This design comes from an exercise in tuning for small area on the open sky130 flow, not from production work. In this exercise RTL edits were held to simulation tests only and were not proved equivalent to the original. Power and IR drop assume default switching activity.

### design/flow/design.v
module yuv_terms (
input      [7:0]  U,
input      [7:0]  V,
output     [26:0] t
);
wire t1 = V[1] | V[0];
wire t2 = V[2] | t1;
wire t3 = ~V[0];
wire t4 = (V[3] & t3) | (V[3] & t2) | (t3 & t2);
wire t5 = ~V[1];
wire t6 = (V[4] & t5) | (V[4] & t4) | (t5 & t4);
wire t7 = ~V[2];
wire t8, t9;
fa fa_t8 (.a(V[5]), .b(t7), .c(V[0]), .s(t8), .co(t9));
wire t10 = t8 & t6;
wire t11 = ~V[3];
wire t12, t13;
fa fa_t12 (.a(V[6]), .b(t11), .c(V[1]), .s(t12), .co(t13));
wire t14 = (t9 & t12) | (t9 & t10) | (t12 & t10);
wire t15, t16;
fa fa_t15 (.a(V[7]), .b(V[2]), .c(V[0]), .s(t15), .co(t16));
wire t17 = ~V[4];
wire t18, t19;
fa fa_t18 (.a(t17), .b(t13), .c(t15), .s(t18), .co(t19));
wire t20 = t18 | t14;
wire t21 = ~V[5];
wire t22, t23;
fa fa_t22 (.a(t21), .b(V[3]), .c(V[1]), .s(t22), .co(t23));
wire t24, t25;
fa fa_t24 (.a(t16), .b(t22), .c(t19), .s(t24), .co(t25));
wire t26 = t24 ^ t20;
wire t27 = t24 | t20;
wire t28 = ~V[6];
wire t29, t30;
fa fa_t29 (.a(t28), .b(V[4]), .c(V[2]), .s(t29), .co(t30));
wire t31, t32;
fa fa_t31 (.a(t3), .b(t23), .c(t29), .s(t31), .co(t32));
wire t33, t34;
fa fa_t33 (.a(t31), .b(t25), .c(t27), .s(t33), .co(t34));
wire t35 = ~V[7];
wire t36, t37;
fa fa_t36 (.a(t35), .b(V[5]), .c(V[3]), .s(t36), .co(t37));
wire t38, t39;
fa fa_t38 (.a(t5), .b(t30), .c(t36), .s(t38), .co(t39));
wire t40, t41;
fa fa_t40 (.a(t32), .b(t38), .c(t34), .s(t40), .co(t41));
wire t42, t43;
fa fa_t42 (.a(V[6]), .b(V[4]), .c(t7), .s(t42), .co(t43));
wire t44, t45;
fa fa_t44 (.a(t37), .b(t42), .c(t39), .s(t44), .co(t45));
wire t46, t47;
fa fa_t46 (.a(t44), .b(t41), .c(t40), .s(t46), .co(t47));
wire t48, t49;
fa fa_t48 (.a(V[7]), .b(V[5]), .c(t11), .s(t48), .co(t49));
wire t50, t51;
fa fa_t50 (.a(t43), .b(t48), .c(t45), .s(t50), .co(t51));
wire t52, t53;
fa fa_t52 (.a(t50), .b(t47), .c(t46), .s(t52), .co(t53));
wire t54, t55;
fa fa_t54 (.a(V[6]), .b(t17), .c(t49), .s(t54), .co(t55));
wire t56, t57;
fa fa_t56 (.a(t54), .b(t51), .c(t53), .s(t56), .co(t57));
wire t58, t59;
fa fa_t58 (.a(V[7]), .b(t21), .c(t55), .s(t58), .co(t59));
wire t60, t61;
fa fa_t60 (.a(t58), .b(t57), .c(t56), .s(t60), .co(t61));
wire t62, t63;
fa fa_t62 (.a(t28), .b(t59), .c(t61), .s(t62), .co(t63));
wire t64 = t35 ^ t63 ^ t62;
wire t65 = U[5] ^ U[3];
wire t66 = U[5] & U[3];
wire t67 = U[6] ^ U[4];
wire t68 = U[6] & U[4];
wire t69 = U[7] ^ U[5];
wire t70 = U[7] | U[5];
wire t71 = U[6] ^ U[4];
wire t72 = U[6] & ~U[4];
wire t73 = U[2] ^ U[0];
wire t74 = U[2] & U[0];
wire t75 = U[3] ^ U[1];
wire t76 = U[3] | U[1];
wire t77 = ~U[0];
wire t78, t79;
fa fa_t78 (.a(U[4]), .b(U[2]), .c(t77), .s(t78), .co(t79));
wire t80 = U[1] ^ t65;
wire t81 = ~U[1] | t65;
wire t82 = ~U[2];
wire t83, t84;
fa fa_t83 (.a(t82), .b(t66), .c(t67), .s(t83), .co(t84));
wire t85 = ~t68;
wire t86, t87;
fa fa_t86 (.a(U[3]), .b(t85), .c(t69), .s(t86), .co(t87));
wire t88 = t70 ^ t71;
wire t89 = t70 | ~t71;
wire t90 = ~U[5];
wire t91, t92;
fa fa_t91 (.a(U[7]), .b(t90), .c(t72), .s(t91), .co(t92));
wire t93 = (t74) & (~t75);
wire t94 = (t74) | (~t75);
wire t95 = (t76) & (t78);
wire t96 = (t76) | (t78);
wire t97 = (U[1]) | (U[0]);
wire t98 = (t94) & (t73);
wire t99 = (t93) | (t98);
wire t100 = (t94) & (t97);
wire t101 = (t99) | (t100);
wire t102 = (t96) & (t101);
wire t103 = (t95) | (t102);
wire t104 = (t96) & (t94);
wire t105 = V[5] ^ V[3];
wire t106 = V[5] & V[3];
wire t107 = V[6] ^ V[4];
wire t108 = V[6] | V[4];
wire t109 = V[7] ^ V[5];
wire t110 = V[7] & V[5];
wire t111 = V[6] ^ V[3];
wire t112 = V[6] | V[3];
wire t113 = V[7] ^ V[4];
wire t114 = V[7] & V[4];
wire t115 = V[5] ^ V[2];
wire t116 = V[5] | V[2];
wire t117 = V[6] ^ V[3];
wire t118 = V[6] & V[3];
wire t119 = V[7] ^ V[4];
wire t120 = V[7] | V[4];
wire t121 = V[5] ^ V[3];
wire t122 = V[5] & ~V[3];
wire t123 = V[6] ^ V[4];
wire t124 = V[6] & ~V[4];
wire t125 = V[2] ^ V[0];
wire t126 = V[2] & V[0];
wire t127 = V[3] ^ V[1];
wire t128 = V[3] | V[1];
wire t129 = V[4] ^ V[2];
wire t130 = V[4] | V[2];
wire t131 = V[0] ^ t105;
wire t132 = V[0] | t105;
wire t133 = ~t107;
wire t134, t135;
fa fa_t134 (.a(V[1]), .b(t106), .c(t133), .s(t134), .co(t135));
wire t136, t137;
fa fa_t136 (.a(V[2]), .b(t108), .c(t109), .s(t136), .co(t137));
wire t138 = ~t111;
wire t139, t140;
fa fa_t139 (.a(V[0]), .b(t110), .c(t138), .s(t139), .co(t140));
wire t141, t142;
fa fa_t141 (.a(V[1]), .b(t112), .c(t113), .s(t141), .co(t142));
wire t143 = ~t114;
wire t144, t145;
fa fa_t144 (.a(V[0]), .b(t143), .c(t115), .s(t144), .co(t145));
wire t146, t147;
fa fa_t146 (.a(t5), .b(t116), .c(t117), .s(t146), .co(t147));
wire t148 = ~t118;
wire t149, t150;
fa fa_t149 (.a(V[2]), .b(t148), .c(t119), .s(t149), .co(t150));
wire t151 = t120 ^ t121;
wire t152 = t120 | ~t121;
wire t153 = t122 ^ t123;
wire t154 = t122 | ~t123;
wire t155, t156;
fa fa_t155 (.a(V[7]), .b(t21), .c(t124), .s(t155), .co(t156));
wire t157 = (t126) & (~t127);
wire t158 = (t126) | (~t127);
wire t159 = (t128) & (~t129);
wire t160 = (t128) | (~t129);
wire t161 = (t130) & (~t131);
wire t162 = (t130) | (~t131);
wire t163 = (t132) & (t134);
wire t164 = (t132) | (t134);
wire t165 = (t135) & (t136);
wire t166 = (t135) | (t136);
wire t167 = (t137) & (t139);
wire t168 = (t137) | (t139);
wire t169 = (t140) & (t141);
wire t170 = (t140) | (t141);
wire t171 = (V[1]) | (V[0]);
wire t172 = (t158) & (t125);
wire t173 = (t157) | (t172);
wire t174 = (t162) & (t159);
wire t175 = (t161) | (t174);
wire t176 = (t162) & (t160);
wire t177 = (t166) & (t163);
wire t178 = (t165) | (t177);
wire t179 = (t166) & (t164);
wire t180 = (t170) & (t167);
wire t181 = (t169) | (t180);
wire t182 = (t170) & (t168);
wire t183 = (t158) & (t171);
wire t184 = (t173) | (t183);
wire t185 = (t179) & (t175);
wire t186 = (t178) | (t185);
wire t187 = (t179) & (t176);
wire t188 = (t187) & (t184);
wire t189 = (t186) | (t188);
wire t190 = (t187) & (t158);
wire t191 = (t182) & (t189);
wire t192 = (t181) | (t191);
wire t193 = (t182) & (t190);
wire t194, t195;
fa fa_t194 (.a(t79), .b(t80), .c(t142), .s(t194), .co(t195));
wire t196 = ~t144;
wire t197, t198;
fa fa_t197 (.a(t196), .b(t194), .c(t103), .s(t197), .co(t198));
wire t199 = t197 ^ t192;
wire t200 = t197 & t192;
wire t201, t202;
fa fa_t201 (.a(t81), .b(t83), .c(t146), .s(t201), .co(t202));
wire t203 = ~t145;
wire t204, t205;
fa fa_t204 (.a(t203), .b(t195), .c(t201), .s(t204), .co(t205));
wire t206, t207;
fa fa_t206 (.a(t204), .b(t198), .c(t200), .s(t206), .co(t207));
wire t208 = ~t86;
wire t209, t210;
fa fa_t209 (.a(t84), .b(t147), .c(t208), .s(t209), .co(t210));
wire t211, t212;
fa fa_t211 (.a(t202), .b(t209), .c(t205), .s(t211), .co(t212));
wire t213 = ~t149;
wire t214, t215;
fa fa_t214 (.a(t213), .b(t211), .c(t207), .s(t214), .co(t215));
wire t216 = ~t87;
wire t217, t218;
fa fa_t217 (.a(t88), .b(t151), .c(t216), .s(t217), .co(t218));
wire t219 = ~t150;
wire t220, t221;
fa fa_t220 (.a(t219), .b(t210), .c(t217), .s(t220), .co(t221));
wire t222, t223;
fa fa_t222 (.a(t220), .b(t212), .c(t215), .s(t222), .co(t223));
wire t224, t225;
fa fa_t224 (.a(t89), .b(t152), .c(t153), .s(t224), .co(t225));
wire t226, t227;
fa fa_t226 (.a(t91), .b(t224), .c(t218), .s(t226), .co(t227));
wire t228, t229;
fa fa_t228 (.a(t221), .b(t226), .c(t223), .s(t228), .co(t229));
wire t230, t231;
fa fa_t230 (.a(U[6]), .b(t154), .c(t92), .s(t230), .co(t231));
wire t232, t233;
fa fa_t232 (.a(t155), .b(t225), .c(t230), .s(t232), .co(t233));
wire t234, t235;
fa fa_t234 (.a(t227), .b(t232), .c(t229), .s(t234), .co(t235));
wire t236, t237;
fa fa_t236 (.a(U[6]), .b(U[7]), .c(t28), .s(t236), .co(t237));
wire t238 = ~t236;
wire t239, t240;
fa fa_t239 (.a(t238), .b(t156), .c(t231), .s(t239), .co(t240));
wire t241, t242;
fa fa_t241 (.a(t233), .b(t239), .c(t235), .s(t241), .co(t242));
wire t243, t244;
fa fa_t243 (.a(V[6]), .b(V[7]), .c(t237), .s(t243), .co(t244));
wire t245 = ~t243;
wire t246, t247;
fa fa_t246 (.a(t245), .b(t240), .c(t242), .s(t246), .co(t247));
wire t248 = ~t244;
wire t249 = t248 ^ t247 ^ t246;
wire t250 = U[7] ^ U[5];
wire t251 = U[7] | U[5];
wire t252 = U[6] ^ U[4];
wire t253 = ~U[6] & U[4];
wire t254 = U[7] ^ U[5];
wire t255 = ~U[7] | U[5];
wire t256 = U[6] ^ U[3];
wire t257 = U[6] | ~U[3];
wire t258 = U[7] ^ U[4];
wire t259 = U[7] & ~U[4];
wire t260 = U[5] ^ U[2];
wire t261 = ~U[5] & U[2];
wire t262 = U[6] ^ U[3];
wire t263 = ~U[6] & U[3];
wire t264 = U[2] ^ U[0];
wire t265 = U[2] | U[0];
wire t266 = U[3] ^ U[1];
wire t267 = U[3] | U[1];
wire t268, t269;
fa fa_t268 (.a(U[4]), .b(U[2]), .c(t77), .s(t268), .co(t269));
wire t270 = ~U[1];
wire t271, t272;
fa fa_t271 (.a(U[5]), .b(U[3]), .c(t270), .s(t271), .co(t272));
wire t273, t274;
fa fa_t273 (.a(U[6]), .b(U[4]), .c(t82), .s(t273), .co(t274));
wire t275, t276;
fa fa_t275 (.a(U[3]), .b(t77), .c(t250), .s(t275), .co(t276));
wire t277, t278;
fa fa_t277 (.a(U[1]), .b(t251), .c(t252), .s(t277), .co(t278));
wire t279, t280;
fa fa_t279 (.a(t82), .b(t253), .c(t254), .s(t279), .co(t280));
wire t281, t282;
fa fa_t281 (.a(U[0]), .b(t255), .c(t256), .s(t281), .co(t282));
wire t283 = ~t258;
wire t284, t285;
fa fa_t284 (.a(U[1]), .b(t257), .c(t283), .s(t284), .co(t285));
wire t286 = t259 ^ t260;
wire t287 = t259 | ~t260;
wire t288 = t261 ^ t262;
wire t289 = t261 | ~t262;
wire t290 = ~U[7];
wire t291, t292;
fa fa_t291 (.a(t290), .b(U[4]), .c(t263), .s(t291), .co(t292));
wire t293 = (~t265) & (t266);
wire t294 = (~t265) | (t266);
wire t295 = (~t267) & (~t268);
wire t296 = (~t267) | (~t268);
wire t297 = (~t269) & (~t271);
wire t298 = (~t269) | (~t271);
wire t299 = (~t272) & (~t273);
wire t300 = (~t272) | (~t273);
wire t301 = (~t274) & (t275);
wire t302 = (~t274) | (t275);
wire t303 = (t276) & (~t277);
wire t304 = (t276) | (~t277);
wire t305 = (t296) & (t293);
wire t306 = (t295) | (t305);
wire t307 = (t296) & (t294);
wire t308 = (t300) & (t297);
wire t309 = (t299) | (t308);
wire t310 = (t300) & (t298);
wire t311 = (t304) & (t301);
wire t312 = (t303) | (t311);
wire t313 = (t304) & (t302);
wire t314 = (~U[1]) & (~U[0]);
wire t315 = (t264) | (t314);
wire t316 = (t310) & (t306);
wire t317 = (t309) | (t316);
wire t318 = (t310) & (t307);
wire t319 = (t318) & (t315);
wire t320 = (t317) | (t319);
wire t321 = (t313) & (t320);
wire t322 = (t312) | (t321);
wire t323 = ~t278;
wire t324, t325;
fa fa_t324 (.a(t323), .b(t279), .c(t322), .s(t324), .co(t325));
wire t326, t327;
fa fa_t326 (.a(t280), .b(t281), .c(t325), .s(t326), .co(t327));
wire t328, t329;
fa fa_t328 (.a(t282), .b(t284), .c(t327), .s(t328), .co(t329));
wire t330, t331;
fa fa_t330 (.a(t286), .b(t285), .c(t329), .s(t330), .co(t331));
wire t332, t333;
fa fa_t332 (.a(t287), .b(t288), .c(t331), .s(t332), .co(t333));
wire t334, t335;
fa fa_t334 (.a(t289), .b(t291), .c(t333), .s(t334), .co(t335));
wire t336, t337;
fa fa_t336 (.a(t90), .b(t292), .c(t335), .s(t336), .co(t337));
wire t338 = ~U[6];
wire t339, t340;
fa fa_t339 (.a(U[5]), .b(t338), .c(t337), .s(t339), .co(t340));
wire t341 = U[6] ^ U[7] ^ t340;
assign t[0] = t26;
assign t[1] = t33;
assign t[2] = t40;
assign t[3] = t46;
assign t[4] = t52;
assign t[5] = t56;
assign t[6] = t60;
assign t[7] = t62;
assign t[8] = t64;
assign t[9] = t199;
assign t[10] = t206;
assign t[11] = t214;
assign t[12] = t222;
assign t[13] = t228;
assign t[14] = t234;
assign t[15] = t241;
assign t[16] = t246;
assign t[17] = t249;
assign t[18] = t324;
assign t[19] = t326;
assign t[20] = t328;
assign t[21] = t330;
assign t[22] = t332;
assign t[23] = t334;
assign t[24] = t336;
assign t[25] = t339;
assign t[26] = t341;
endmodule
module yuv_to_rgb (
input      [7:0]  y0,
input      [7:0]  y1,
input      [26:0] t,
output     [47:0] rgb
);
wire p1 = y0[0] ^ t[0];
wire p2 = y0[0] & t[0];
wire p3 = ~t[1];
wire p4, p5;
fa fa_p4 (.a(y0[1]), .b(p2), .c(p3), .s(p4), .co(p5));
wire p6, p7;
fa fa_p6 (.a(y0[2]), .b(t[2]), .c(p5), .s(p6), .co(p7));
wire p8, p9;
fa fa_p8 (.a(y0[3]), .b(p7), .c(t[3]), .s(p8), .co(p9));
wire p10 = ~t[4];
wire p11, p12;
fa fa_p11 (.a(y0[4]), .b(p9), .c(p10), .s(p11), .co(p12));
wire p13, p14;
fa fa_p13 (.a(y0[5]), .b(t[5]), .c(p12), .s(p13), .co(p14));
wire p15 = ~t[6];
wire p16, p17;
fa fa_p16 (.a(y0[6]), .b(p14), .c(p15), .s(p16), .co(p17));
wire p18, p19;
fa fa_p18 (.a(y0[7]), .b(t[7]), .c(p17), .s(p18), .co(p19));
wire r_y0_sel = p19 ^ ~t[8];
wire [7:0] r_y0 = {(r_y0_sel ? p19 : p18), (r_y0_sel ? p19 : p16), (r_y0_sel ? p19 : p13), (r_y0_sel ? p19 : p11), (r_y0_sel ? p19 : p8), (r_y0_sel ? p19 : p6), (r_y0_sel ? p19 : p4), (r_y0_sel ? p19 : p1)};
wire p20 = y0[0] ^ t[9];
wire p21 = y0[0] & t[9];
wire p22, p23;
fa fa_p22 (.a(y0[1]), .b(p21), .c(t[10]), .s(p22), .co(p23));
wire p24, p25;
fa fa_p24 (.a(y0[2]), .b(t[11]), .c(p23), .s(p24), .co(p25));
wire p26, p27;
fa fa_p26 (.a(y0[3]), .b(t[12]), .c(p25), .s(p26), .co(p27));
wire p28, p29;
fa fa_p28 (.a(y0[4]), .b(t[13]), .c(p27), .s(p28), .co(p29));
wire p30, p31;
fa fa_p30 (.a(y0[5]), .b(t[14]), .c(p29), .s(p30), .co(p31));
wire p32, p33;
fa fa_p32 (.a(y0[6]), .b(t[15]), .c(p31), .s(p32), .co(p33));
wire p34 = ~t[16];
wire p35, p36;
fa fa_p35 (.a(y0[7]), .b(p34), .c(p33), .s(p35), .co(p36));
wire g_y0_sel = p36 ^ t[17];
wire [7:0] g_y0 = {(g_y0_sel ? p36 : p35), (g_y0_sel ? p36 : p32), (g_y0_sel ? p36 : p30), (g_y0_sel ? p36 : p28), (g_y0_sel ? p36 : p26), (g_y0_sel ? p36 : p24), (g_y0_sel ? p36 : p22), (g_y0_sel ? p36 : p20)};
wire p37 = y0[0] ^ t[18];
wire p38 = y0[0] & t[18];
wire p39, p40;
fa fa_p39 (.a(y0[1]), .b(p38), .c(t[19]), .s(p39), .co(p40));
wire p41, p42;
fa fa_p41 (.a(y0[2]), .b(t[20]), .c(p40), .s(p41), .co(p42));
wire p43, p44;
fa fa_p43 (.a(y0[3]), .b(t[21]), .c(p42), .s(p43), .co(p44));
wire p45, p46;
fa fa_p45 (.a(y0[4]), .b(t[22]), .c(p44), .s(p45), .co(p46));
wire p47, p48;
fa fa_p47 (.a(y0[5]), .b(t[23]), .c(p46), .s(p47), .co(p48));
wire p49, p50;
fa fa_p49 (.a(y0[6]), .b(t[24]), .c(p48), .s(p49), .co(p50));
wire p51, p52;
fa fa_p51 (.a(y0[7]), .b(t[25]), .c(p50), .s(p51), .co(p52));
wire b_y0_sel = p52 ^ t[26];
wire [7:0] b_y0 = {(b_y0_sel ? p52 : p51), (b_y0_sel ? p52 : p49), (b_y0_sel ? p52 : p47), (b_y0_sel ? p52 : p45), (b_y0_sel ? p52 : p43), (b_y0_sel ? p52 : p41), (b_y0_sel ? p52 : p39), (b_y0_sel ? p52 : p37)};
wire p53 = y1[0] ^ t[0];
wire p54 = y1[0] & t[0];
wire p55, p56;
fa fa_p55 (.a(y1[1]), .b(p54), .c(p3), .s(p55), .co(p56));
wire p57, p58;
fa fa_p57 (.a(y1[2]), .b(t[2]), .c(p56), .s(p57), .co(p58));
wire p59, p60;
fa fa_p59 (.a(y1[3]), .b(p58), .c(t[3]), .s(p59), .co(p60));
wire p61, p62;
fa fa_p61 (.a(y1[4]), .b(p60), .c(p10), .s(p61), .co(p62));
wire p63, p64;
fa fa_p63 (.a(y1[5]), .b(t[5]), .c(p62), .s(p63), .co(p64));
wire p65, p66;
fa fa_p65 (.a(y1[6]), .b(p64), .c(p15), .s(p65), .co(p66));
wire p67, p68;
fa fa_p67 (.a(y1[7]), .b(t[7]), .c(p66), .s(p67), .co(p68));
wire r_y1_sel = p68 ^ ~t[8];
wire [7:0] r_y1 = {(r_y1_sel ? p68 : p67), (r_y1_sel ? p68 : p65), (r_y1_sel ? p68 : p63), (r_y1_sel ? p68 : p61), (r_y1_sel ? p68 : p59), (r_y1_sel ? p68 : p57), (r_y1_sel ? p68 : p55), (r_y1_sel ? p68 : p53)};
wire p69 = y1[0] ^ t[9];
wire p70 = y1[0] & t[9];
wire p71, p72;
fa fa_p71 (.a(y1[1]), .b(p70), .c(t[10]), .s(p71), .co(p72));
wire p73, p74;
fa fa_p73 (.a(y1[2]), .b(t[11]), .c(p72), .s(p73), .co(p74));
wire p75, p76;
fa fa_p75 (.a(y1[3]), .b(t[12]), .c(p74), .s(p75), .co(p76));
wire p77, p78;
fa fa_p77 (.a(y1[4]), .b(t[13]), .c(p76), .s(p77), .co(p78));
wire p79, p80;
fa fa_p79 (.a(y1[5]), .b(t[14]), .c(p78), .s(p79), .co(p80));
wire p81, p82;
fa fa_p81 (.a(y1[6]), .b(t[15]), .c(p80), .s(p81), .co(p82));
wire p83, p84;
fa fa_p83 (.a(y1[7]), .b(p34), .c(p82), .s(p83), .co(p84));
wire g_y1_sel = p84 ^ t[17];
wire [7:0] g_y1 = {(g_y1_sel ? p84 : p83), (g_y1_sel ? p84 : p81), (g_y1_sel ? p84 : p79), (g_y1_sel ? p84 : p77), (g_y1_sel ? p84 : p75), (g_y1_sel ? p84 : p73), (g_y1_sel ? p84 : p71), (g_y1_sel ? p84 : p69)};
wire p85 = y1[0] ^ t[18];
wire p86 = y1[0] & t[18];
wire p87, p88;
fa fa_p87 (.a(y1[1]), .b(p86), .c(t[19]), .s(p87), .co(p88));
wire p89, p90;
fa fa_p89 (.a(y1[2]), .b(t[20]), .c(p88), .s(p89), .co(p90));
wire p91, p92;
fa fa_p91 (.a(y1[3]), .b(t[21]), .c(p90), .s(p91), .co(p92));
wire p93, p94;
fa fa_p93 (.a(y1[4]), .b(t[22]), .c(p92), .s(p93), .co(p94));
wire p95, p96;
fa fa_p95 (.a(y1[5]), .b(t[23]), .c(p94), .s(p95), .co(p96));
wire p97, p98;
fa fa_p97 (.a(y1[6]), .b(t[24]), .c(p96), .s(p97), .co(p98));
wire p99, p100;
fa fa_p99 (.a(y1[7]), .b(t[25]), .c(p98), .s(p99), .co(p100));
wire b_y1_sel = p100 ^ t[26];
wire [7:0] b_y1 = {(b_y1_sel ? p100 : p99), (b_y1_sel ? p100 : p97), (b_y1_sel ? p100 : p95), (b_y1_sel ? p100 : p93), (b_y1_sel ? p100 : p91), (b_y1_sel ? p100 : p89), (b_y1_sel ? p100 : p87), (b_y1_sel ? p100 : p85)};
assign rgb = {r_y0, g_y0, b_y0, r_y1, g_y1, b_y1};
endmodule
module fa (input a, input b, input c, output s, output co);
assign s  = a ^ b ^ c;
assign co = (a & b) | (a & c) | (b & c);
endmodule
module yuv422_to_rgb (
input             pclk               ,
input             presetn            ,
input      [31:0] paddr              ,
input      [31:0] pwdata             ,
output reg [31:0] prdata             ,
input             pwrite             ,
input             psel               ,
input             penable            ,
output            pslverr            ,
output            pready             ,
output reg        irq                ,
output reg [95:0] rgb_out
);
wire wr_setup  = psel & ~penable &  pwrite;
wire rd_setup  = psel & ~penable & ~pwrite;
wire wr_access = psel &  penable &  pwrite;
reg        cnt_writes;
reg        loaded;      
reg        conv1;       
reg        conv2;       
reg        wr0, wr1;    
reg [31:0] yuv_mem [0:1];
reg [47:0] pix01;       
wire idle = ~loaded & ~conv1 & ~conv2;
assign pready  = 1'b1;
assign pslverr = 1'b0;
always @(posedge pclk or negedge presetn)
	if (~presetn) begin
		cnt_writes <= 1'b0;
		loaded     <= 1'b0;
		conv1      <= 1'b0;
		conv2      <= 1'b0;
		irq        <= 1'b0;
		wr0        <= 1'b0;
		wr1        <= 1'b0;
	end else begin
		if (wr_access) cnt_writes <= ~cnt_writes;
		conv1  <= wr_access & cnt_writes & ~conv1;
		conv2  <= conv1 & ~conv2;
		irq    <= conv2 & ~irq;
		loaded <= loaded ? ~(wr_access & cnt_writes) : (wr_setup & ~conv1 & ~conv2);
		wr0    <= wr_setup & (paddr[7:0] == 8'h10);
		wr1    <= wr_setup & (paddr[7:0] == 8'h14);
	end
always @(posedge pclk or negedge presetn)
	if (~presetn) begin
		yuv_mem[0] <= 32'd0;
		yuv_mem[1] <= 32'd0;
	end else begin
		if (wr0) yuv_mem[0] <= pwdata;
		if (wr1) yuv_mem[1] <= pwdata;
	end
wire [31:0] cin = conv2 ? yuv_mem[1] : yuv_mem[0];
wire [26:0] terms;
wire [47:0] pix;
yuv_terms chroma (.U(cin[15:8]), .V(cin[31:24]), .t(terms));
yuv_to_rgb conv (.y0(cin[7:0]), .y1(cin[23:16]), .t(terms), .rgb(pix));
always @(posedge pclk)
	pix01 <= pix;
always @(posedge pclk or negedge presetn)
	if (~presetn) rgb_out <= 96'd0; else
	if (conv2)    rgb_out <= {pix01, pix};
reg [23:0] rd_pix;
always @(*)
	case (paddr[3:2])
		2'd0: rd_pix = rgb_out[95:72];
		2'd1: rd_pix = rgb_out[71:48];
		2'd2: rd_pix = rgb_out[47:24];
		default: rd_pix = rgb_out[23:0];
	endcase
always @(posedge pclk or negedge presetn)
	if (~presetn) prdata <= 32'd0; else
	if (rd_setup)
		case (paddr[7:0])
			8'h20: prdata <= {32{idle}};
			8'h30, 8'h34, 8'h38, 8'h3c: prdata <= {rd_pix, 8'd0};
		endcase
endmodule
### design/flow/constraint.sdc
create_clock -name core_clock -period 9.0 [get_ports {pclk}]
set_input_delay 1.8000 -clock core_clock [delete_from_list [all_inputs] [get_ports {pclk}]]
set_output_delay 1.8000 -clock core_clock [all_outputs]
set_load 0.01 [all_outputs]
### design/flow/config.mk
export PLATFORM = sky130hd
export DESIGN_NAME = yuv422_to_rgb
export DESIGN_NICKNAME = yuv422_to_rgb
export VERILOG_FILES = /design/flow/design.v
export SDC_FILE = /design/flow/constraint.sdc
export NUM_CORES = 4
export LEC_CHECK = 0
export CAP_MARGIN = 20
export CORE_MARGIN = 2
export CORE_UTILIZATION = 40
export CTS_BUF_LIST = sky130_fd_sc_hd__clkbuf_2 sky130_fd_sc_hd__clkbuf_4
export SLEW_MARGIN = 20
export SYNTH_HIERARCHICAL = 1
### design/flow/flow/run.sh
#!/bin/bash
# The standard layout flow (the standard.sh), with the port buffers that
# placement inserts made from the smallest buffer cell. standard.sh's output
# goes to standard.log; each ORFS step keeps its own log under orfs/logs.
export BUFFER_PORTS_ARGS="-buffer_cell sky130_fd_sc_hd__buf_1"
bash standard.sh > standard.log 2>&1
### design/flow/standard.sh
#!/bin/bash
# synth_recipe.tcl (not shown) runs the flow's synth.tcl, then flattens the netlist and writes it again
# the make line also repeats each setting of config.mk as NAME=value (left out here)
make -C /OpenROAD-flow-scripts/flow DESIGN_CONFIG=/design/flow/config.mk WORK_HOME=/design/flow/orfs CLKGATE_MAP_FILE= SYNTH_SCRIPT=/design/flow/synth_recipe.tcl "${@:-finish}"
==> run_results.csv, run 1 <==
group,metric,value,unit
clock_network,cts.sinks,240,
setup_path,critPathKind,"flip-flop to flip-flop",
setup_path,crit_path_end_kind,"flip-flop",
sta,finalSetupTns,0,ps
run,maxCapViolations,0,
layout,multi_input_area,6950,µm²
clock_network,clock_latency,730,ps
global_routing,gr-usage-all-layers,17.5,%
floorplanning,die-area,35600,µm²
sta,tightest_slew,1070,ps
synthesis,synth_top_family_by_area,"adder cells",
clock_network,htreeDepth,2,
clock_network,path_clk_slew,70,ps
power,p_leak,7.05,nW
synthesis,synth_edf_count,0,
route,remaining_drc_errors,0,
clock_network,postCtsResizedCells,0,
clock_network,holdBufCountCts,0,
layout,fin_util,45.5,%
power,powerDensity,219,nW/µm²
synthesis,yosys.area_share.adder,22.4,%
synthesis,ys_seq_elements,240,
route,ant_nets,0,
power,max-vdd-ir-drop,0.0000914,V
synthesis,ys_types,44,
sta,rsz0062_at_grt,"false",
placed_design,dp_cells,1566,
synthesis,synth.net_count,1252,
power,p_seq_share,41.8,%
global_routing,grt_first_pass_wirelength,48300,µm
sta,max_freq,0.125,GHz
route,via_count,8350,
setup_path,crit_path_start_kind,"flip-flop",
route,wl_per_cell,18.1,µm
sta,hold_viol_final,0,
status,status,"complete, no violations",
sta,finalHoldWorstSlack,432,ps
power,p_clk_share,29.5,%
clock_network,cts_setup_buffers,0,
layout,seq_area,5770,µm²
layout,final_cells,1682,
layout,n_fill_cell,3114,
synthesis,synth_compound_area_share,3.89,%
floorplanning,core.rowCount,67,
floorplanning,die_w,189,µm
synthesis,netlist_area,13600,µm²
layout,fin_area,15200,µm²
power,p_total,3.34,mW
synthesis,synthTopCellsByArea,"dfrtp_1 35%, fa_1 17%, mux2_2 16%, dfxtp_1 7.0%, mux4_2 4.0%",
route,avgViaCountPerCell,4.96,
sta,slew_headroom,28.5,%
sta,maxSlewViolCount,0,
sta,skew,61.7,ps
setup_path,cp.required,9610,ps
global_routing,antenna_found_initial,2,
floorplanning,io-pin-count,200,
route,first_pass_iters,5,
synthesis,netlist.area_leader.share,35.2,%
route,drtIter0Drc,438,
synthesis,synth_area_per_cell,13.3,µm²
synthesis,synthXorXnorAreaFrac,0.449,%
power,p_sw_share,32.8,%
synthesis,synthSimpleGateAreaFrac,4.20,%
global_routing,grt_max_degree,79,
synthesis,synthMuxAreaShare,19.8,%
floorplanning,coreArea,33500,µm²
global_routing,gr-total-overflow,0,
synthesis,synthArstFlopShare,80.0,%
synthesis,synth_warnings,8,
min_path,hp-class,"flip-flop to flip-flop",
sta,period_minus_slack,7990,ps
layout,nets,1406,
floorplanning,start_util,40.7,%
power,switchingPower,1.10,mW
setup_path,arrival,8600,ps
synthesis,syn_inst,1027,
clock_network,cts_tree,"done",
synthesis,yosysTopAreaCell,"dfrtp_1",
floorplanning,die_h,189,µm
setup_path,crit_fanout,24,
placed_design,placed_area,14400,µm²
placed_design,gp_congestion,0.852,
layout,final_layout_size_suffix_gt1_share,29.2,%
layout,areaGrowthSynthToFinish,11.7,%
global_routing,grt_pass1_vias,8639,
placed_design,post-place-ws,725,ps
sta,worst_slack,1010,ps
clock_network,cts_inserted_buffers,61,
power,power_frac_comb,28.6,%
route,drt-total-wl,30500,µm
placed_design,place_hpwl,22900,µm
synthesis,synth_commonest_cells,"192 x dfrtp_1, 192 x mux2_2, 116 x fa_1, 93 x inv_1, 48 x dfxtp_1",
sta,timing.final.crit_share,88.8,%
placed_design,port_buffers,173,
clock_network,root_buffer,"clkbuf_4",
synthesis,synth_top_flop_cell,"dfrtp_1",
power,p_int,2.25,mW
clock_network,clockBufferDepth,3,
synthesis,yosysSeqAreaShare,42.3,%
sta,finalSetupViolations,0,
[power groups by stage]
stage / clock [mW] / combinational (mW) / sequential, mW
after floorplan: 0 / 0.677 / 1.44
after detailed placement: 0 / 0.966 / 1.42
after CTS: 1.03 / 0.968 / 1.40
after global routing: 1.09 / 1.06 / 1.42
final: 0.986 / 0.957 / 1.40
after global placement: 0 / 0.945 / 1.41
[worst paths after layout]
| path | startpoint | to | slack (ps) | cells after the start |
|---|---|---|---|---|
| max | conv2$_DFF_PN0_ | rgb_out[24]$_DFFE_PN0P_ | 1010 | 20 |
| max in group asynchronous | presetn | yuv_mem[1][29]$_DFFE_PN0P_ | 6520 | 2 |
| min | irq$_DFF_PN0_ | irq$_DFF_PN0_ | 430 | 1 |
| min reg2reg | irq$_DFF_PN0_ | irq$_DFF_PN0_ | 430 | 1 |
| min in group asynchronous | presetn | prdata[28]$_DFFE_PN0P_ | 1170 | 1 |
| max reg2reg | conv2$_DFF_PN0_ | rgb_out[24]$_DFFE_PN0P_ | 1010 | 20 |
[Yosys stat by module (local to each module, per instance)]
module | flip-flops and latches | area [µm²] | times used | cells
yuv422_to_rgb | 240 | 9380 | 1 | 607
yuv_terms | 0 | 1160 | 1 | 168
yuv_to_rgb | 0 | 772 | 1 | 136
fa | 0 | 20.0 | 116 | 1
[layout make-up]
type,count,share of cell area [%]
Antenna cell,1,0.0164
Tap cell,448,3.68
Clock inverter,9,0.451
Multi-Input combinational cell,600,45.6
Clock buffer,106,5.22
Inverter,93,2.29
Timing Repair Buffer,185,4.92
Sequential cell,240,37.8
[sequential cells by signal (all words and copies together), names as in the netlist]
signal / cells
irq: 1
loaded: 1
wr1: 1
yuv_mem: 64
conv2: 1
prdata: 25
wr0: 1
pix01: 48
rgb_out: 96
conv1: 1
cnt_writes: 1
[layer usage]
layer	up-vias	routed length, µm	track usage (%)
met5	-	13	0
met4	2	608	5.68
met3	43	1590	3.84
met2	217	14700	28.5
met1	4236	13600	23.3
li1	3852	-	-
[kinds of logic after synthesis]
| logic type | count (synthesis) |
|---|---|
| flip-flops | 240 |
| multiplexers | 216 |
| buffers and inverters | 187 |
| adder cells (fa/ha/maj) | 178 |
| AND/OR/NAND/NOR | 118 |
| AO/OA/AOI/OAI | 79 |
| XOR/XNOR | 7 |
| other | 2 |
[critical path: stages, from the launching register on]
cell and delay (ps):
dfrtp_4 660, mux2_2 480, inv_1 250, ha_1 350
fa_1 500, inv_1 70, o22ai_1 70, o221a_2 270
maj3_1 370, fa_1 400, fa_1 400, fa_1 410
fa_1 400, fa_1 390, fa_1 390, fa_1 390
fa_1 390, xnor2_1 140, xnor2_1 810, o21ai_0 390
mux2_2 350
[layout by cell type, fill, tap and decap left out, types with 3 or more instances in the layout]
cell type | netlist | layout
nor3_1 | 4 | 4
o31ai_1 | 3 | 3
a221oi_1 | 3 | 3
a32oi_1 | 24 | 24
nand3_1 | 3 | 3
clkbuf_4 | 0 | 107
a21oi_1 | 5 | 5
maj3_2 | 12 | 12
buf_1 | 10 | 170
o21ai_0 | 35 | 35
mux4_2 | 24 | 24
o22ai_1 | 3 | 3
nand2_1 | 37 | 37
xnor2_1 | 6 | 5
dfrtp_1 | 192 | 191
buf_4 | 40 | 11
maj3_1 | 10 | 10
dfxtp_1 | 48 | 48
ha_1 | 40 | 40
fa_1 | 116 | 116
clkinv_1 | 0 | 6
nand4_1 | 24 | 24
mux2_2 | 192 | 192
inv_1 | 93 | 93
nor2_1 | 39 | 39
==> run 2: changes to the inputs <==
--- a/design/flow/config.mk
+++ b/design/flow/config.mk
@@ -10,3 +10,3 @@
 export CORE_UTILIZATION = 40
-export CTS_BUF_LIST = sky130_fd_sc_hd__clkbuf_2 sky130_fd_sc_hd__clkbuf_4
+export CTS_BUF_LIST = sky130_fd_sc_hd__clkbuf_4
 export SLEW_MARGIN = 20
==> run 2 against run 1 <==
Still clean. Global-route usage did not move. Sequential cell count is the same. Sequential power barely moved.
==> run_results.csv, run 2 <==
group,metric,value,unit
clock_network,holdBufCountCts,0,
synthesis,synth_warnings,8,
sta,tightest_slew,1070,ps
synthesis,synthXorXnorAreaFrac,0.449,%
global_routing,antenna_found_initial,2,
synthesis,netlist_area,13600,µm²
floorplanning,coreArea,33500,µm²
sta,finalSetupTns,0,ps
layout,largest_register_ff_count,96,
global_routing,grt_first_pass_wirelength,48300,µm
setup_path,crit_path_end_kind,"flip-flop",
route,via_count,8350,
floorplanning,die_h,189,µm
global_routing,met2_usage,28.5,%
placed_design,gp_congestion,0.852,
layout,final_cells,1682,
setup_path,critPathKind,"flip-flop to flip-flop",
sta,max_freq,0.125,GHz
route,remaining_drc_errors,0,
sta,rsz0062_at_grt,"false",
layout,nets,1406,
clock_network,cts_inserted_buffers,61,
clock_network,root_buffer,"clkbuf_4",
clock_network,path_clk_slew,70,ps
global_routing,grt_busiest_layer,"met2",
sta,slew_headroom,28.5,%
sta,period_minus_slack,7990,ps
synthesis,synth_area_per_cell,13.3,µm²
layout,n_fill_cell,3114,
power,max-vdd-ir-drop,0.0000914,V
placed_design,dp_cells,1566,
synthesis,synthTopCellsByArea,"dfrtp_1 35%, fa_1 17%, mux2_2 16%, dfxtp_1 7.0%, mux4_2 4.0%",
synthesis,ys_seq_elements,240,
layout,areaGrowthSynthToFinish,11.7,%
setup_path,cp_common_cell,"fa_1",
synthesis,synth_top_flop_cell,"dfrtp_1",
clock_network,cts_setup_buffers,0,
layout,final_cell_mix,"192 x mux2_2, 191 x dfrtp_1, 170 x buf_1, 116 x fa_1, 107 x clkbuf_4",
clock_network,cts.sinks,240,
synthesis,synth_top_family_by_area,"adder cells",
setup_path,slowest_delay,810,ps
run,maxCapViolations,0,
global_routing,grt_max_degree,79,
clock_network,htreeDepth,2,
placed_design,post-place-ws,725,ps
power,p_leak,7.05,nW
sta,skew,61.7,ps
setup_path,cp_slowest_cell,"xnor2_1",
route,first_pass_iters,5,
route,avgViaCountPerCell,4.96,
clock_network,clock_latency,730,ps
route,drtIter0Drc,438,
placed_design,placed_area,14400,µm²
synthesis,netlist.area_leader.share,35.2,%
synthesis,ys_types,44,
layout,reg.largest.list,"rgb_out x96, yuv_mem x64, pix01 x48",
sta,worst_slack,1010,ps
sta,hold_viol_final,0,
layout,final_layout_size_suffix_gt1_share,29.2,%
synthesis,synth_compound_area_share,3.89,%
synthesis,yosysTopAreaCell,"dfrtp_1",
synthesis,yosys.area_share.adder,22.4,%
synthesis,synthSimpleGateAreaFrac,4.20,%
setup_path,r2r_slack,1010,ps
sta,maxSlewViolCount,0,
synthesis,synth_commonest_cells,"192 x dfrtp_1, 192 x mux2_2, 116 x fa_1, 93 x inv_1, 48 x dfxtp_1",
synthesis,synthMuxAreaShare,19.8,%
clock_network,postCtsResizedCells,0,
global_routing,gr-usage-all-layers,17.5,%
global_routing,gr-total-overflow,0,
floorplanning,core.rowCount,67,
synthesis,synth_edf_count,0,
global_routing,grtUsageMet1,23.3,%
setup_path,cp.required,9610,ps
layout,regMostFlops,"rgb_out",
setup_path,worst-path-buf-inv,2,
power,p_total,3.34,mW
synthesis,yosysSeqAreaShare,42.3,%
setup_path,critPathTopFamily,"adder cells",
sta,timing.final.crit_share,88.8,%
setup_path,crit_fanout,24,
synthesis,synthArstFlopShare,80.0,%
global_routing,grtUsageMet3,3.84,%
floorplanning,io-pin-count,200,
placed_design,place_hpwl,22900,µm
floorplanning,die-area,35600,µm²
global_routing,grt_pass1_vias,8639,
min_path,min_path_cells,1,
power,powerDensity,219,nW/µm²
synthesis,syn_inst,1027,
layout,final_common_cell,"mux2_2",
setup_path,crit_path_start_kind,"flip-flop",
setup_path,cp.depth,20,
status,status,"complete, no violations",
setup_path,crit_chain,"mux2_2 -> inv_1 -> ha_1 -> fa_1 -> inv_1 -> o22ai_1 -> o221a_2 -> maj3_1 -> fa_1 -> fa_1 -> fa_1 -> fa_1 -> fa_1 -> fa_1 -> fa_1 -> fa_1 -> xnor2_1 -> xnor2_1 -> o21ai_0 -> mux2_2",
route,wl_per_cell,18.1,µm
floorplanning,die_w,189,µm
setup_path,ff2ff_path_depth,20,
route,ant_nets,0,
clock_network,cts_tree,"done",
setup_path,arrival,8600,ps
sta,finalSetupViolations,0,
placed_design,port_buffers,173,
layout,fin_area,15200,µm²
min_path,hp-class,"flip-flop to flip-flop",
synthesis,synth.net_count,1252,
floorplanning,start_util,40.7,%
route,drt-total-wl,30500,µm
clock_network,clockBufferDepth,3,
## run 2: metrics by stage
step	util, %	hold slack [ps]
floorplan	-	439
global placement	42.8	411
CTS	45.4	437
global route	45.5	455
finish	45.5	432
detailed placement	42.8	421
## run 2: worst paths after layout
kind / start / endpoint
min reg2reg: irq$_DFF_PN0_ / irq$_DFF_PN0_
max reg2reg: conv2$_DFF_PN0_ / rgb_out[24]$_DFFE_PN0P_
min: irq$_DFF_PN0_ / irq$_DFF_PN0_
max: conv2$_DFF_PN0_ / rgb_out[24]$_DFFE_PN0P_
max in group asynchronous: presetn / yuv_mem[1][29]$_DFFE_PN0P_
min in group asynchronous: presetn / prdata[28]$_DFFE_PN0P_
## run 2: logic make-up after synthesis
logic type | after synthesis
and+or+nand+nor | 118
AOI/OAI and AO/OA | 79
buffers and inverters | 187
adders and majority gates | 178
DFF | 240
muxes | 216
other | 2
xor gates and xnor gates | 7
## run 2: layout make-up
| cell class | count | area (µm²) | share of cell area, % |
|---|---|---|---|
| Sequential cell | 240 | 5770 | 37.8 |
| Timing Repair Buffer | 185 | 749 | 4.92 |
| Clock buffer | 106 | 796 | 5.22 |
| Tap cell | 448 | 561 | 3.68 |
| Clock inverter | 9 | 68.8 | 0.451 |
| Inverter | 93 | 349 | 2.29 |
| Multi-Input combinational cell | 600 | 6950 | 45.6 |
| Antenna cell | 1 | 2.50 | 0.0164 |
## run 2: routing by layer
layer	vias to the layer above	share of wire, %	wire length (µm)
li1	3852	-	-
met3	43	5.2	1590
met1	4236	45	13600
met5	-	0.043	13
met2	217	48	14700
met4	2	2.0	608
## run 2: power by group
part,switching [mW],total (mW),internal [mW],leakage [nW]
clock network,0.432,0.986,0.554,0.515
registers,0.126,1.40,1.27,2.91
logic,0.538,0.957,0.419,3.62
## run 2: per-module statistics from Yosys (local to each module, per instance)
| module | cell area [µm²] | copies in the design |
|---|---|---|
| fa | 20.0 | 116 |
| yuv422_to_rgb | 9380 | 1 |
| yuv_terms | 1160 | 1 |
| yuv_to_rgb | 772 | 1 |
==> run 3: changes to the inputs <==
==> design/flow/flow/run.sh (replaced) <==
#!/bin/bash
export BUFFER_PORTS_ARGS="-buffer_cell sky130_fd_sc_hd__buf_1"
export CTS_ARGS="-sink_clustering_enable -repair_clock_nets -dont_use_dummy_load -buf_list sky130_fd_sc_hd__clkbuf_4"
bash standard.sh > standard.log 2>&1
--- a/design/flow/config.mk
+++ b/design/flow/config.mk
@@ -10,3 +10,2 @@
 export CORE_UTILIZATION = 40
-export CTS_BUF_LIST = sky130_fd_sc_hd__clkbuf_4
 export SLEW_MARGIN = 20
==> run 3 against run 2 <==
Largest power group unchanged. Register-to-register slack gained 50 ps. Sequential share of layout area grew 1.0 points. Combinational power is essentially flat. Still clean on timing, DRC and antenna. Critical path type unchanged.
==> run_results.csv, run 3 <==
group,metric,value,unit
route,wl_per_cell,18.6,µm
setup_path,cp.required,9590,ps
run,maxCapViolations,0,
layout,seq_area,5770,µm²
placed_design,place_hpwl,22900,µm
floorplanning,core.rowCount,67,
sta,max_freq,0.126,GHz
synthesis,synth_warnings,8,
global_routing,gr-usage-all-layers,17.3,%
synthesis,synthArstFlopShare,80.0,%
layout,n_fill_cell,3124,
synthesis,yosysSeqAreaShare,42.3,%
sta,period_minus_slack,7940,ps
clock_network,cts_tree,"done",
setup_path,worst-path-buf-inv,2,
layout,regMostFlops,"rgb_out",
clock_network,cts_inserted_buffers,61,
floorplanning,die_h,189,µm
power,powerDensity,204,nW/µm²
sta,maxSlewViolCount,0,
setup_path,critPathKind,"flip-flop to flip-flop",
sta,finalSetupViolations,0,
global_routing,gr-total-overflow,0,
placed_design,gp_congestion,0.852,
clock_network,cts.sinks,240,
power,p_leak,6.81,nW
floorplanning,start_util,40.7,%
clock_network,root_buffer,"clkbuf_4",
power,max-vdd-ir-drop,0.0000793,V
clock_network,clock_latency,700,ps
min_path,hp-class,"flip-flop to flip-flop",
global_routing,grtUsageMet3,3.76,%
setup_path,slowest_delay,810,ps
clock_network,htreeDepth,2,
global_routing,grtUsageMet1,23.2,%
power,p_total,3.03,mW
sta,hold_viol_final,0,
synthesis,ys_types,44,
layout,nets,1406,
route,avgViaCountPerCell,5.07,
route,ant_nets,0,
global_routing,antenna_found_initial,2,
setup_path,cp_common_cell,"fa_1",
layout,reg.largest.list,"rgb_out x96, yuv_mem x64, pix01 x48",
global_routing,grt_busiest_layer,"met2",
sta,tightest_slew,1100,ps
synthesis,yosysTopAreaCell,"dfrtp_1",
global_routing,grt_first_pass_wirelength,48000,µm
synthesis,netlist_area,13600,µm²
setup_path,arrival,8530,ps
layout,largest_register_ff_count,96,
setup_path,crit_path_start_kind,"flip-flop",
status,status,"complete, no violations",
setup_path,critPathTopFamily,"adder cells",
layout,areaGrowthSynthToFinish,8.77,%
clock_network,clockBufferDepth,3,
clock_network,path_clk_slew,60,ps
global_routing,met2_usage,28.3,%
setup_path,cp_slowest_cell,"xnor2_1",
sta,slew_headroom,26.8,%
setup_path,crit_chain,"mux2_2 -> inv_1 -> ha_1 -> fa_1 -> inv_1 -> o22ai_1 -> o221a_2 -> maj3_1 -> fa_1 -> fa_1 -> fa_1 -> fa_1 -> fa_1 -> fa_1 -> fa_1 -> fa_1 -> xnor2_1 -> xnor2_1 -> o21ai_0 -> mux2_2",
route,remaining_drc_errors,0,
layout,final_common_cell,"mux2_2",
synthesis,synth_top_flop_cell,"dfrtp_1",
clock_network,postCtsResizedCells,0,
floorplanning,die_w,189,µm
sta,rsz0062_at_grt,"false",
synthesis,netlist.area_leader.share,35.2,%
floorplanning,coreArea,33500,µm²
route,via_count,8259,
layout,final_cell_mix,"192 x mux2_2, 191 x dfrtp_1, 170 x buf_1, 116 x fa_1, 93 x inv_1",
synthesis,synth_area_per_cell,13.3,µm²
setup_path,crit_fanout,24,
synthesis,synthTopCellsByArea,"dfrtp_1 35%, fa_1 17%, mux2_2 16%, dfxtp_1 7.0%, mux4_2 4.0%",
route,drt-total-wl,30300,µm
sta,skew,81.1,ps
synthesis,synth_commonest_cells,"192 x dfrtp_1, 192 x mux2_2, 116 x fa_1, 93 x inv_1, 48 x dfxtp_1",
floorplanning,die-area,35600,µm²
synthesis,synth.net_count,1252,
clock_network,holdBufCountCts,0,
layout,multi_input_area,6950,µm²
setup_path,crit_path_end_kind,"flip-flop",
global_routing,grt_max_degree,79,
floorplanning,io-pin-count,200,
sta,timing.final.crit_share,88.2,%
route,drtIter0Drc,427,
placed_design,port_buffers,173,
layout,final_layout_size_suffix_gt1_share,26.5,%
synthesis,syn_inst,1027,
global_routing,grt_pass1_vias,8580,
route,first_pass_iters,5,
sta,finalSetupTns,0,ps
clock_network,cts_setup_buffers,0,
synthesis,synth_edf_count,0,
synthesis,ys_seq_elements,240,
-- run 3: final cells by class --
cell class,count,area share (%)
antenna,1,0.0169
clock buffer,61,3.09
inverter,93,2.35
multi-input combinational,600,46.8
sequential,240,38.9
tap,448,3.78
timing repair buffer,185,5.05
-- run 3: modules after synthesis, one instance, submodules excluded --
module         flops+latches  copies in the design
yuv422_to_rgb            240                     1
yuv_terms                  0                     1
fa                         0                   116
yuv_to_rgb                 0                     1
-- run 3: logic make-up after synthesis --
kind of cell	count (synthesis)	synth area share, %
DFF	240	42.3
AOI/OAI and AO/OA	79	3.89
and+or+nand+nor	118	4.20
buffers and inverters	187	6.92
adders and majority gates	178	22.4
muxes	216	19.8
other	2	0.0551
xor gates and xnor gates	7	0.449
-- run 3: report_power, final --
group          internal, mW  switching, mW  total (mW)  leakage (nW)
sequential             1.27          0.125        1.40          2.91
clock                 0.305          0.372       0.677         0.281
combinational         0.419          0.537       0.955          3.62
total                  2.00           1.03        3.03          6.81
-- run 3: metal layers --
layer,part of all wire (%),up-vias
li1,-,3795
met1,45,4203
met2,48,217
met3,5.2,42
met4,1.9,2
met5,0.043,-
-- run 3: path summary, 6_finish.rpt --
| path | startpoint | endpoint | slack [ps] | depth (start not counted) |
|---|---|---|---|---|
| worst max-delay path | conv2$_DFF_PN0_ | rgb_out[24]$_DFFE_PN0P_ | 1060 | 20 |
| worst min-delay path | irq$_DFF_PN0_ | irq$_DFF_PN0_ | 430 | 1 |
| worst max register to register | conv2$_DFF_PN0_ | rgb_out[24]$_DFFE_PN0P_ | 1060 | 20 |
| worst min register to register | irq$_DFF_PN0_ | irq$_DFF_PN0_ | 430 | 1 |
| max in group asynchronous | presetn | yuv_mem[1][21]$_DFFE_PN0P_ | 6480 | 2 |
| min in group asynchronous | presetn | rgb_out[24]$_DFFE_PN0P_ | 1190 | 1 |
-- run 3: per-stage QoR --
| step | area, µm² | hold slack, ps | setup slack, ps | instances | utilization, % |
|---|---|---|---|---|---|
| after floorplan | 13600 | 439 | 1460 | 1027 | - |
| after global placement | 14400 | 411 | 909 | 1566 | 42.8 |
| after detailed placement | 14400 | 421 | 725 | 1566 | 42.8 |
| after CTS | 14800 | 419 | 718 | 1627 | 44.2 |
| after global routing | 14800 | 454 | 663 | 1628 | 44.3 |
| final | 14800 | 431 | 1060 | 1628 | 44.3 |
==> run 4: changes to the inputs <==
==> design/flow/flow/run.sh (replaced) <==
#!/bin/bash
export BUFFER_PORTS_ARGS="-buffer_cell sky130_fd_sc_hd__buf_1"
export CTS_ARGS="-sink_clustering_enable -repair_clock_nets -dont_use_dummy_load -buf_list sky130_fd_sc_hd__clkbuf_4 -sink_clustering_size 10 -sink_clustering_max_diameter 50"
bash standard.sh > standard.log 2>&1
==> run 4 against run 3 <==
Clock skew fell by 2.2 ps. Via count fell by 1.6%. Sequential cell count unchanged. Count of clock-buffer cells in the layout shrank 30. Die area is the same. Core utilization fell by 0.67 points. Sequential power is essentially flat. Routed wire length decreased by 0.91%. Clock power decreased by 27%. Setup slack got worse by 80 ps. Hold slack gained 3.6 ps. Synthesized cell count unchanged. Critical path type unchanged.
==> run_results.csv, run 4 <==
group,metric,value,unit
run,maxCapViolations,0,
sta,skew,78.8,ps
global_routing,grt_max_degree,79,
global_routing,gr-usage-all-layers,17.1,%
min_path,hp-class,"flip-flop to flip-flop",
layout,reg.largest.list,"rgb_out x96, yuv_mem x64, pix01 x48",
clock_network,htreeDepth,1,
route,first_pass_iters,4,
clock_network,cts.sinks,240,
power,p_seq_share,49.1,%
clock_network,cts_tree,"done",
setup_path,crit_path_start_kind,"flip-flop",
clock_network,root_buffer,"clkbuf_4",
status,status,"complete, no violations",
sta,timing.final.crit_share,89.1,%
synthesis,synth.net_count,1252,
layout,final_cells,1598,
power,p_leak,6.67,nW
floorplanning,die_h,189,µm
setup_path,crit_chain,"mux2_2 -> inv_1 -> ha_1 -> fa_1 -> inv_1 -> o22ai_1 -> o221a_2 -> maj3_1 -> fa_1 -> fa_1 -> fa_1 -> fa_1 -> fa_1 -> fa_1 -> fa_1 -> fa_1 -> xnor2_1 -> xnor2_1 -> o21ai_0 -> mux2_2",
setup_path,crit_path_end_kind,"flip-flop",
synthesis,ys_seq_elements,240,
setup_path,cp_slowest_cell,"xnor2_1",
synthesis,netlist_area,13600,µm²
sta,worst_slack,980,ps
route,drtIter0Drc,451,
placed_design,post-place-ws,725,ps
global_routing,grt_first_pass_wirelength,47500,µm
sta,finalSetupTns,0,ps
sta,finalHoldWorstSlack,435,ps
placed_design,place_hpwl,22900,µm
synthesis,synth_top_flop_cell,"dfrtp_1",
global_routing,grt_pass1_vias,8342,
layout,seq_area,5770,µm²
layout,largest_register_ff_count,96,
layout,nets,1376,
sta,finalSetupViolations,0,
floorplanning,start_util,40.7,%
route,wl_per_cell,18.8,µm
power,switchingPower,999,µW
layout,final_cell_mix,"192 x mux2_2, 191 x dfrtp_1, 170 x buf_1, 116 x fa_1, 93 x inv_1",
layout,fin_util,43.6,%
setup_path,slowest_delay,810,ps
power,p_sw_share,35.1,%
power,p_int,1.85,mW
layout,regMostFlops,"rgb_out",
placed_design,gp_congestion,0.852,
clock_network,cts_setup_buffers,0,
synthesis,ys_types,44,
layout,final_common_cell,"mux2_2",
route,avgViaCountPerCell,5.09,
floorplanning,io-pin-count,200,
route,ant_nets,0,
power,powerDensity,195,nW/µm²
setup_path,critPathKind,"flip-flop to flip-flop",
floorplanning,core.rowCount,67,
layout,final_layout_size_suffix_gt1_share,24.5,%
synthesis,yosysTopAreaCell,"dfrtp_1",
placed_design,dp_cells,1566,
synthesis,synth_edf_count,0,
synthesis,netlist.area_leader.share,35.2,%
floorplanning,die-area,35600,µm²
clock_network,clock_latency,720,ps
sta,max_freq,0.125,GHz
power,max-vdd-ir-drop,0.0000927,V
synthesis,synth_warnings,8,
power,power_frac_comb,33.5,%
sta,tightest_slew,1070,ps
global_routing,antenna_found_initial,2,
sta,slew_headroom,28.9,%
route,drt-total-wl,30000,µm
placed_design,port_buffers,173,
synthesis,synth_area_per_cell,13.3,µm²
setup_path,cp.required,9590,ps
setup_path,cp_common_cell,"fa_1",
clock_network,path_clk_slew,100,ps
floorplanning,die_w,189,µm
sta,rsz0062_at_grt,"false",
sta,hold_viol_final,0,
setup_path,crit_fanout,24,
setup_path,arrival,8610,ps
synthesis,syn_inst,1027,
clock_network,holdBufCountCts,0,
layout,n_fill_cell,3121,
floorplanning,coreArea,33500,µm²
clock_network,cts_inserted_buffers,31,
layout,multi_input_area,6950,µm²
route,remaining_drc_errors,0,
layout,areaGrowthSynthToFinish,7.12,%
route,via_count,8126,
synthesis,synthArstFlopShare,80.0,%
global_routing,gr-total-overflow,0,
synthesis,synthTopCellsByArea,"dfrtp_1 35%, fa_1 17%, mux2_2 16%, dfxtp_1 7.0%, mux4_2 4.0%",
power,p_clk_share,17.4,%
sta,period_minus_slack,8020,ps
synthesis,synth_commonest_cells,"192 x dfrtp_1, 192 x mux2_2, 116 x fa_1, 93 x inv_1, 48 x dfxtp_1",
clock_network,postCtsResizedCells,0,
sta,maxSlewViolCount,0,
clock_network,clockBufferDepth,3,
synthesis,yosysSeqAreaShare,42.3,%
-- run 4: cell counts after synthesis --
No cell type changed its count.
-- run 4: final timing paths --
| kind | from | to | slack [ps] | cells past startpoint |
|---|---|---|---|---|
| min in group asynchronous | presetn | prdata[24]$_DFFE_PN0P_ | 1130 | 1 |
| max in group asynchronous | presetn | yuv_mem[1][21]$_DFFE_PN0P_ | 6440 | 2 |
| worst max-delay path | conv2$_DFF_PN0_ | rgb_out[7]$_DFFE_PN0P_ | 980 | 20 |
| worst min register to register | irq$_DFF_PN0_ | irq$_DFF_PN0_ | 440 | 1 |
| worst min-delay path | irq$_DFF_PN0_ | irq$_DFF_PN0_ | 440 | 1 |
| worst max register to register | conv2$_DFF_PN0_ | rgb_out[7]$_DFFE_PN0P_ | 980 | 20 |
-- run 4: area by class of cell --
type / count / share of cell area [%]
Timing Repair Buffer: 185 / 5.13
Clock buffer: 31 / 1.59
Tap cell: 448 / 3.84
Multi-Input combinational cell: 600 / 47.6
Sequential cell: 240 / 39.5
Antenna cell: 1 / 0.0171
Inverter: 93 / 2.39
-- run 4: power groups by stage --
| stage | Clock (mW) | Sequential, mW | Combinational [mW] |
|---|---|---|---|
| finish | 0.495 | 1.40 | 0.954 |
| global route | 0.570 | 1.42 | 1.06 |
| CTS | 0.525 | 1.40 | 0.967 |
| detailed placement | 0 | 1.42 | 0.966 |
| global placement | 0 | 1.41 | 0.945 |
| floorplan | 0 | 1.44 | 0.677 |
-- run 4: critical path, delay by kind of cell, from the launching register on --
| family | cells | cell delay [ps] |
|---|---|---|
| adders and majority gates | 11 | 4390 |
| xor gates and xnor gates | 2 | 950 |
| muxes | 2 | 830 |
| AOI/OAI and AO/OA | 3 | 720 |
| DFF | 1 | 680 |
| buffers and inverters | 2 | 320 |
-- run 4: cell families after synthesis --
| logic type | Yosys count | synth area share, % |
|---|---|---|
| other | 2 | 0.0551 |
| buffers and inverters | 187 | 6.92 |
| XOR/XNOR | 7 | 0.449 |
| AO/OA/AOI/OAI | 79 | 3.89 |
| multiplexers | 216 | 19.8 |
| adder cells (fa/ha/maj) | 178 | 22.4 |
| flip-flops | 240 | 42.3 |
| AND/OR/NAND/NOR | 118 | 4.20 |
-- run 4: Yosys stat by module (local to each module, per instance) --
module	flops+latches	cell area [µm²]	cells inside
yuv422_to_rgb	240	9380	607
yuv_to_rgb	0	772	136
yuv_terms	0	1160	168
fa	0	20.0	1
-- run 4: layer usage --
metal  GRT usage (%)  routed length (µm)  vias to the layer above
met3            3.24                1760                       44
met1            23.3               13400                     4148
met4            3.94                 548                        2
li1                -                   -                     3707
met5               0                  13                        -
met2            28.3               14300                      225
-- run 4: metrics by stage --
step	power (mW)	instance area, µm²
floorplan	2.12	13600
global placement	2.36	14400
detailed placement	2.39	14400
CTS	2.89	14600
global route	3.05	14600
finish	2.84	14600
==> run 5: changes to the inputs <==
==> design/flow/flow/run.sh (replaced) <==
#!/bin/bash
export BUFFER_PORTS_ARGS="-buffer_cell sky130_fd_sc_hd__buf_1"
export CTS_ARGS="-sink_clustering_enable -repair_clock_nets -dont_use_dummy_load -buf_list sky130_fd_sc_hd__clkbuf_8 -sink_clustering_size 12 -sink_clustering_max_diameter 60"
bash standard.sh > standard.log 2>&1
==> run 5 against run 4 <==
Register-to-register slack better by 30 ps. Clock power grew 17%. Maximum frequency increased by 0.42%. Synthesized cell count stayed put. Hold slack worse by 3.9 ps. Via count fell by 1.0%. Core utilization grew 0.28 points. Critical endpoint unchanged.
==> run_results.csv, run 5 <==
group,metric,value,unit
status,status,"complete, no violations",
layout,n_antenna_cell,0,
floorplanning,die_h,189,µm
placed_design,place_hpwl,22900,µm
synthesis,ys_seq_elements,240,
global_routing,grt_first_pass_wirelength,47400,µm
clock_network,path_clk_slew,80,ps
setup_path,rr_endpoint,"rgb_out[7]$_DFFE_PN0P_",
synthesis,synth.net_count,1252,
sta,hold_viol_final,0,
floorplanning,io-pin-count,200,
clock_network,cts_tree,"done",
synthesis,synth_edf_count,0,
synthesis,synth_warnings,8,
layout,largest_register_ff_count,96,
sta,max_freq,0.125,GHz
clock_network,clock_latency,550,ps
synthesis,yosysTopAreaCell,"dfrtp_1",
floorplanning,coreArea,33500,µm²
sta,finalSetupViolations,0,
layout,areaGrowthSynthToFinish,7.81,%
route,via_count,8044,
floorplanning,start_util,40.7,%
synthesis,netlist.area_leader.share,35.2,%
global_routing,gr-total-overflow,0,
power,p_leak,6.70,nW
sta,skew,30.7,ps
sta,finalHoldWorstSlack,431,ps
sta,timing.final.crit_share,88.7,%
min_path,min_path_cells,1,
setup_path,crit_fanout,24,
clock_network,htreeDepth,1,
global_routing,grt_max_degree,79,
synthesis,yosysSeqAreaShare,42.3,%
global_routing,grt_pass1_vias,8296,
min_path,hold_start,"irq$_DFF_PN0_",
setup_path,crit_path_start_kind,"flip-flop",
clock_network,cts_inserted_buffers,24,
min_path,min_to,"irq$_DFF_PN0_",
sta,maxSlewViolCount,0,
synthesis,synth_top_flop_cell,"dfrtp_1",
power,powerDensity,199,nW/µm²
setup_path,cp.required,9430,ps
synthesis,synthArstFlopShare,80.0,%
route,drtIter0Drc,425,
route,first_pass_iters,5,
layout,final_common_cell,"mux2_2",
synthesis,synthTopCellsByArea,"dfrtp_1 35%, fa_1 17%, mux2_2 16%, dfxtp_1 7.0%, mux4_2 4.0%",
route,drt-total-wl,30000,µm
sta,rsz0062_at_grt,"false",
run,maxCapViolations,0,
floorplanning,die_w,189,µm
layout,nets,1369,
layout,final_layout_size_suffix_gt1_share,24.1,%
power,max-vdd-ir-drop,0.000101,V
sta,period_minus_slack,7990,ps
global_routing,gr-usage-all-layers,17.0,%
route,ant_nets,0,
synthesis,netlist_area,13600,µm²
min_path,hp-class,"flip-flop to flip-flop",
synthesis,ys_types,44,
setup_path,crit_path_start,"conv2$_DFF_PN0_",
clock_network,postCtsResizedCells,0,
route,remaining_drc_errors,0,
clock_network,clockBufferDepth,3,
placed_design,port_buffers,173,
route,avgViaCountPerCell,5.06,
clock_network,root_buffer,"clkbuf_8",
clock_network,holdBufCountCts,0,
placed_design,gp_congestion,0.852,
setup_path,arrival,8420,ps
route,wl_per_cell,18.9,µm
sta,finalSetupTns,0,ps
layout,reg.largest.list,"rgb_out x96, yuv_mem x64, pix01 x48",
clock_network,cts_setup_buffers,0,
setup_path,crit_path_end_kind,"flip-flop",
synthesis,synth_area_per_cell,13.3,µm²
sta,slew_headroom,29.0,%
floorplanning,core.rowCount,67,
setup_path,ff2ff_path_depth,20,
setup_path,r2r_slack,1010,ps
sta,tightest_slew,1060,ps
global_routing,antenna_found_initial,1,
synthesis,syn_inst,1027,
layout,regMostFlops,"rgb_out",
synthesis,synth_commonest_cells,"192 x dfrtp_1, 192 x mux2_2, 116 x fa_1, 93 x inv_1, 48 x dfxtp_1",
setup_path,critPathKind,"flip-flop to flip-flop",
setup_path,r2r-start,"conv2$_DFF_PN0_",
floorplanning,die-area,35600,µm²
clock_network,cts.sinks,240,
layout,final_cell_mix,"192 x mux2_2, 191 x dfrtp_1, 170 x buf_1, 116 x fa_1, 93 x inv_1",
run 5: cell counts after synthesis:
Identical to the previous run, type by type.
run 5: area by class of cell:
type / instances / area (µm²)
multi-input combinational: 600 / 6950
fill: 3100 / 18800
inverter: 93 / 349
sequential: 240 / 5770
tap: 448 / 561
timing repair buffer: 185 / 749
clock buffer: 24 / 330
run 5: how the worst max path moves through the flow:
stage / endpoint / slack (ps) / cells after the start
final: rgb_out[7]$_DFFE_PN0P_ / 1010 / 20
after global routing: rgb_out[31]$_DFFE_PN0P_ / 600 / 20
after CTS: rgb_out[15]$_DFFE_PN0P_ / 740 / 21
after detailed placement: rgb_out[15]$_DFFE_PN0P_ / 730 / 21
after global placement: rgb_out[15]$_DFFE_PN0P_ / 910 / 21
after floorplan: rgb_out[33]$_DFFE_PN0P_ / 1460 / 28
run 5: metal layers:
layer | up-vias | routed length (µm) | GRT usage (%)
met3 | 39 | 1530 | 2.83
met1 | 4121 | 13600 | 23.4
met2 | 193 | 14400 | 28.4
li1 | 3689 | - | -
met5 | - | 13 | 0
met4 | 2 | 542 | 3.82
run 5: cell families (layout without fill, tap and decap cells):
family | Yosys count | after routing | synth area share (%)
fa+ha+maj | 178 | 178 | 22.4
compound gates | 79 | 79 | 3.89
simple gates | 118 | 118 | 4.20
buf+inv | 187 | 302 | 6.92
other cells | 2 | 2 | 0.0551
mux | 216 | 216 | 19.8
flops | 240 | 240 | 42.3
xor+xnor | 7 | 7 | 0.449
run 5: power breakdown:
| part | total (mW) | internal, mW | switching [mW] |
|---|---|---|---|
| clock network | 0.577 | 0.237 | 0.340 |
| logic | 0.953 | 0.419 | 0.535 |
| registers | 1.40 | 1.27 | 0.126 |
run 5: per-module statistics from Yosys, one instance, submodules excluded:
module         flops+latches  copies in the design
yuv422_to_rgb            240                     1
fa                         0                   116
yuv_terms                  0                     1
yuv_to_rgb                 0                     1
run 5: worst max-delay path, cell delays in order, from the launching register on:
cell and delay (ps):
dfrtp_4 660, mux2_2 480, inv_1 250, ha_1 350, fa_1 500, inv_1 70, o22ai_1 70, o221a_2 270
maj3_1 370, fa_1 400, fa_1 400, fa_1 410, fa_1 400, fa_1 390, fa_1 390, fa_1 390
fa_1 390, xnor2_1 140, xnor2_1 820, o21ai_0 380, mux2_2 350
run 5: metrics by stage:
step	worst slack [ps]	power [mW]	util (%)	cell area [µm²]	std cells
after floorplan	1460	2.12	-	13600	1027
final	1010	2.93	43.9	14700	1590
after global routing	599	3.13	43.9	14700	1590
after detailed placement	725	2.39	42.8	14400	1566
after CTS	740	2.98	43.8	14700	1590
after global placement	909	2.36	42.8	14400	1566

-- static timing again, ports no longer ideal --
The results above use ideal ports. As a check the final layouts listed here were re-extracted and re-timed, cells and wires unchanged.
Step 1 (the two cells are an assumption about what drives the block):
set clk [get_ports {pclk}]
set_driving_cell -lib_cell sky130_fd_sc_hd__clkbuf_16 $clk
set_driving_cell -lib_cell sky130_fd_sc_hd__buf_2 [delete_from_list [all_inputs] $clk]
Step 2, shift: input delay + t, output delay - t, t = (earliest + latest rising clock arrival at the registers) / 2. This alone moves slack from input paths to output paths.
a / b / c = ideal ports / drivers / drivers and shift; a / b = the first two.
| run | shift t [ns] | setup slack, ns | latest minus earliest clock arrival (ns) | slew at the worst register clock pin (ns) |
|---|---|---|---|---|
| run 1 | 0.744 | 1.011 / 1.011 / 1.011 | 0.062 / 0.062 | 0.07 / 0.07 |
| run 2 | 0.744 | 1.011 / 1.011 / 1.011 | 0.062 / 0.062 | 0.07 / 0.07 |
| run 3 | 0.710 | 1.059 / 1.059 / 1.059 | 0.082 / 0.081 | 0.07 / 0.07 |
| run 4 | 0.731 | 0.980 / 0.980 / 0.980 | 0.089 / 0.089 | 0.12 / 0.12 |
| run 5 | 0.583 | 1.013 / 1.013 / 1.013 | 0.031 / 0.031 | 0.08 / 0.08 |
After both steps every run listed still meets setup and hold.
